This is an optimization exercise on Yosys and OpenROAD, whose aim is small area, not a production implementation. At most, simulation tests tie the RTL to the original design; equivalence was not proved. Power figures rest on the tool's default switching activity, not on a simulated workload.

==> flow/design.v (excerpt) <==
module npu (
    input  logic        clk,
    input  logic        rst_ni,
    input  logic        ena,
    input  logic        wea,
    input  logic [15:0] addra,
    input  logic [31:0] dina,
    output logic [31:0] douta
);
    localparam logic [2:0] S_IDLE      = 3'd0;
    localparam logic [2:0] S_CONV1_LD  = 3'd1;
    localparam logic [2:0] S_CONV1_CAL = 3'd2;
    localparam logic [2:0] S_CONV2_LD  = 3'd3;
    localparam logic [2:0] S_CONV2_CAL = 3'd4;
    localparam logic [2:0] S_FCN       = 3'd5;
    localparam logic [2:0] S_FCN_LAST  = 3'd6;
    localparam logic [2:0] S_DONE      = 3'd7;
    wire       rst = ~rst_ni;
    wire [2:0] sel = addra[14:12];
    wire       wr  = ena & wea;
    wire       rd  = ena & ~wea;
    logic [2:0]  state;
    logic        pe_ready, pack_in_valid, done_reg;
    logic        host_trigger, host_next_state, host_pe_clear;
    logic        host_img_clear, host_conv_w_clear, host_pack_clear;
    logic [71:0] img, conv_w;         
    logic [2:0]  img_zero, w_zero;    
    logic        img_shifted, w_shifted;
    logic [1:0]  live01;
    logic [19:0] conv_x;              
    logic        conv_zero;           
    logic [19:0] result_reg;
    logic [7:0]  pack_reg [0:3];
    logic [1:0]  pack_addr;
    logic [31:0] fcn_in;
    logic [23:0] acc [0:2];
    logic [5:0] ctl, ctl_n;
    assign ctl = {host_pack_clear, host_conv_w_clear, host_img_clear,
                  host_pe_clear, host_next_state, host_trigger};
    always_comb begin
        if (rst)                      ctl_n = 6'd0;
        else if (wr && sel == 3'd4)   ctl_n = dina[5:0];
        else if (ena)                 ctl_n = ctl;
        else                          ctl_n = 6'd0;
    end
    logic [2:0] state_n;
    logic       pe_ready_n;
    always_comb begin
        state_n    = state;
        pe_ready_n = pe_ready;
        case (state)
            S_IDLE:      state_n = S_CONV1_LD;
  ...
make LEC_CHECK=0 CAP_MARGIN=20 CORE_MARGIN=2 CORE_UTILIZATION=45 CTS_BUF_LIST=sky130_fd_sc_hd__clkbuf_4 PLACE_DENSITY=0.6 SLEW_MARGIN=20 SYNTH_HIERARCHICAL=1 finish   # period 12.0 ns
run.sh (not shown) runs the stock make flow with config.mk's settings and CLKGATE_MAP_FILE= SYNTH_SCRIPT=/design/flow/synth_recipe.tcl, a recipe that flattens the netlist after the stock synthesis.
The first run finished with timing, DRC and antenna clean.
Next try:
- CTS_BUF_LIST: sky130_fd_sc_hd__clkbuf_4 -> sky130_fd_sc_hd__clkbuf_8
Die area is unchanged.
Non-clock buffer count does not change.
Combinational power hardly moves.
Worst setup slack improves by 0.0037 ns.
Count of clock-buffer cells in the layout goes down by 78.
Clock skew goes down by 0.023 ns.
First-iteration DRC count goes up by a few percent.
Function was not checked in any run of this note: the RTL went through the layout flow alone.

---

## run 1
npu, a different RTL version from the one above (not shown whole).
For scale: ~2,400 cells after synthesis, about 84 I/O pins, about 30,000 µm² of cells after synthesis.
clock: 12.0 ns
lec_check: 0
cap_margin: 20
core_margin: 2
core_utilization: 45
cts_buf_list: sky130_fd_sc_hd__clkbuf_16
cts_cluster_diameter: 70
cts_cluster_size: 30
place_density: 0.6
slew_margin: 20
synth_hierarchical: 1
Run 1 finished all stages; the layout is clean.
### run 1 -> run 2
- SLEW_MARGIN now 0, was 20
- CAP_MARGIN now 0, was 20
- CTS_CLUSTER_DIAMETER now 100, was 70
- CTS_CLUSTER_SIZE now 24, was 30
Per the comparison of run 2 with run 1, synthesis-to-layout area growth fell 0.87 points, count of fill cells added during filler insertion shows an increase of about 0.5%, core utilization lost 0.39 points, via count shows no meaningful change, total CTS buffers has decreased. Run 2 finished every stage and its layout cleared the timing, DRC and antenna checks. Run 1 went all the way through synthesis, placement and routing and the layout is clean on timing, DRC and antenna. Run 2 vs. run 1: max-capacitance violation count roughly the same; worst-case headroom to the max-slew limit has decreased; design internal power shows a reduction of about 3.6%.
> inputs changed (run 2 -> run 3)
- CTS_CLUSTER_SIZE now 28, was 24
- CAP_MARGIN now 20, was 0
- CTS_CLUSTER_DIAMETER now 120, was 100
- SLEW_MARGIN now 20, was 0
Comparing run 3 against run 2, there is no change at all in number of H-tree branching levels. From run 2 to run 3 the numbers moved as follows: clock network area share lower; average via count per standard cell roughly the same.
The inputs of run 4 differ from those of run 3 as listed below.
- a change of CTS_CLUSTER_SIZE from 28 to 24
- a change of CTS_CLUSTER_DIAMETER from 120 to 100
==> comparison <==
Across both runs, fraction of power consumed by the clock network was higher for run 4 than for run 3. Diff run 4..run 3 | final area | negligible. The higher via count of run 3 and run 4 is in run 4. Taking run 3 as the reference, in run 4 x dimension of the die flat, portion of total power attributed to combinational logic down 0.6 points, setup slack of the critical path after layout down 0.056 ns.
Input-level comparison between run 5 and run 4:
- GPL_TIMING_DRIVEN newly set to 0
### Flow results
- [diff] worst-case vdd ir drop, run 5 relative to run 4: regression
- The final reports for run 5 and run 4 show worst setup slack lower in the former.
- From run 4 to run 5 the numbers moved as follows: area of all placed cells without fillers up 3.0%; post-route non-filler standard cell count shows an increase of 131.
- Run 5 vs. run 4: clock network power now larger, fraction of layout instances using a drive strength above 1 now larger, sequential share of power now smaller.
- Critical path depth sits higher in run 5 than in run 4.
- Compared with run 4, run 5 shows a higher combinational cell fraction of total power.
- First-iteration DRC count (run 5 over run 4): increase, 70
- Status: final-layout fill cell count parity (run 4, run 5)

[separate check: timing with driven ports]
Ports are ideal in the flow. The routed layouts listed here were re-timed in OpenROAD.
Step 1 sets driving cells, clkbuf_16 on the clock port and buf_2 on the other inputs (assumed; they add their load-dependent delay and slew).
Step 2 times the ports against the registers' clock, not the clock port: input delays grow and output delays shrink by t, the midpoint of the rising clock arrivals with the driver on.
a / b / c = ideal / step 1 / step 2; a / b = the first two.
run	t, ns	setup slack, ns	worst setup path at the end	latest minus earliest clock arrival (ns)
the first run of note 1	0.910	1.159 / 1.159 / 1.159	register to register	0.077 / 0.077
the second run of note 1	0.704	1.163 / 1.163 / 1.163	register to register	0.065 / 0.065
run 1	0.678	1.220 / 1.220 / 1.220	register to register	0.050 / 0.050
run 2	0.641	1.224 / 1.224 / 1.224	register to register	0.039 / 0.038
run 3	0.643	1.193 / 1.193 / 1.193	register to register	0.051 / 0.051
run 4	0.641	1.138 / 1.138 / 1.138	register to register	0.039 / 0.039
run 5	0.649	0.811 / 0.811 / 0.811	register to register	0.035 / 0.035
After both steps setup and hold are still met in every run listed.
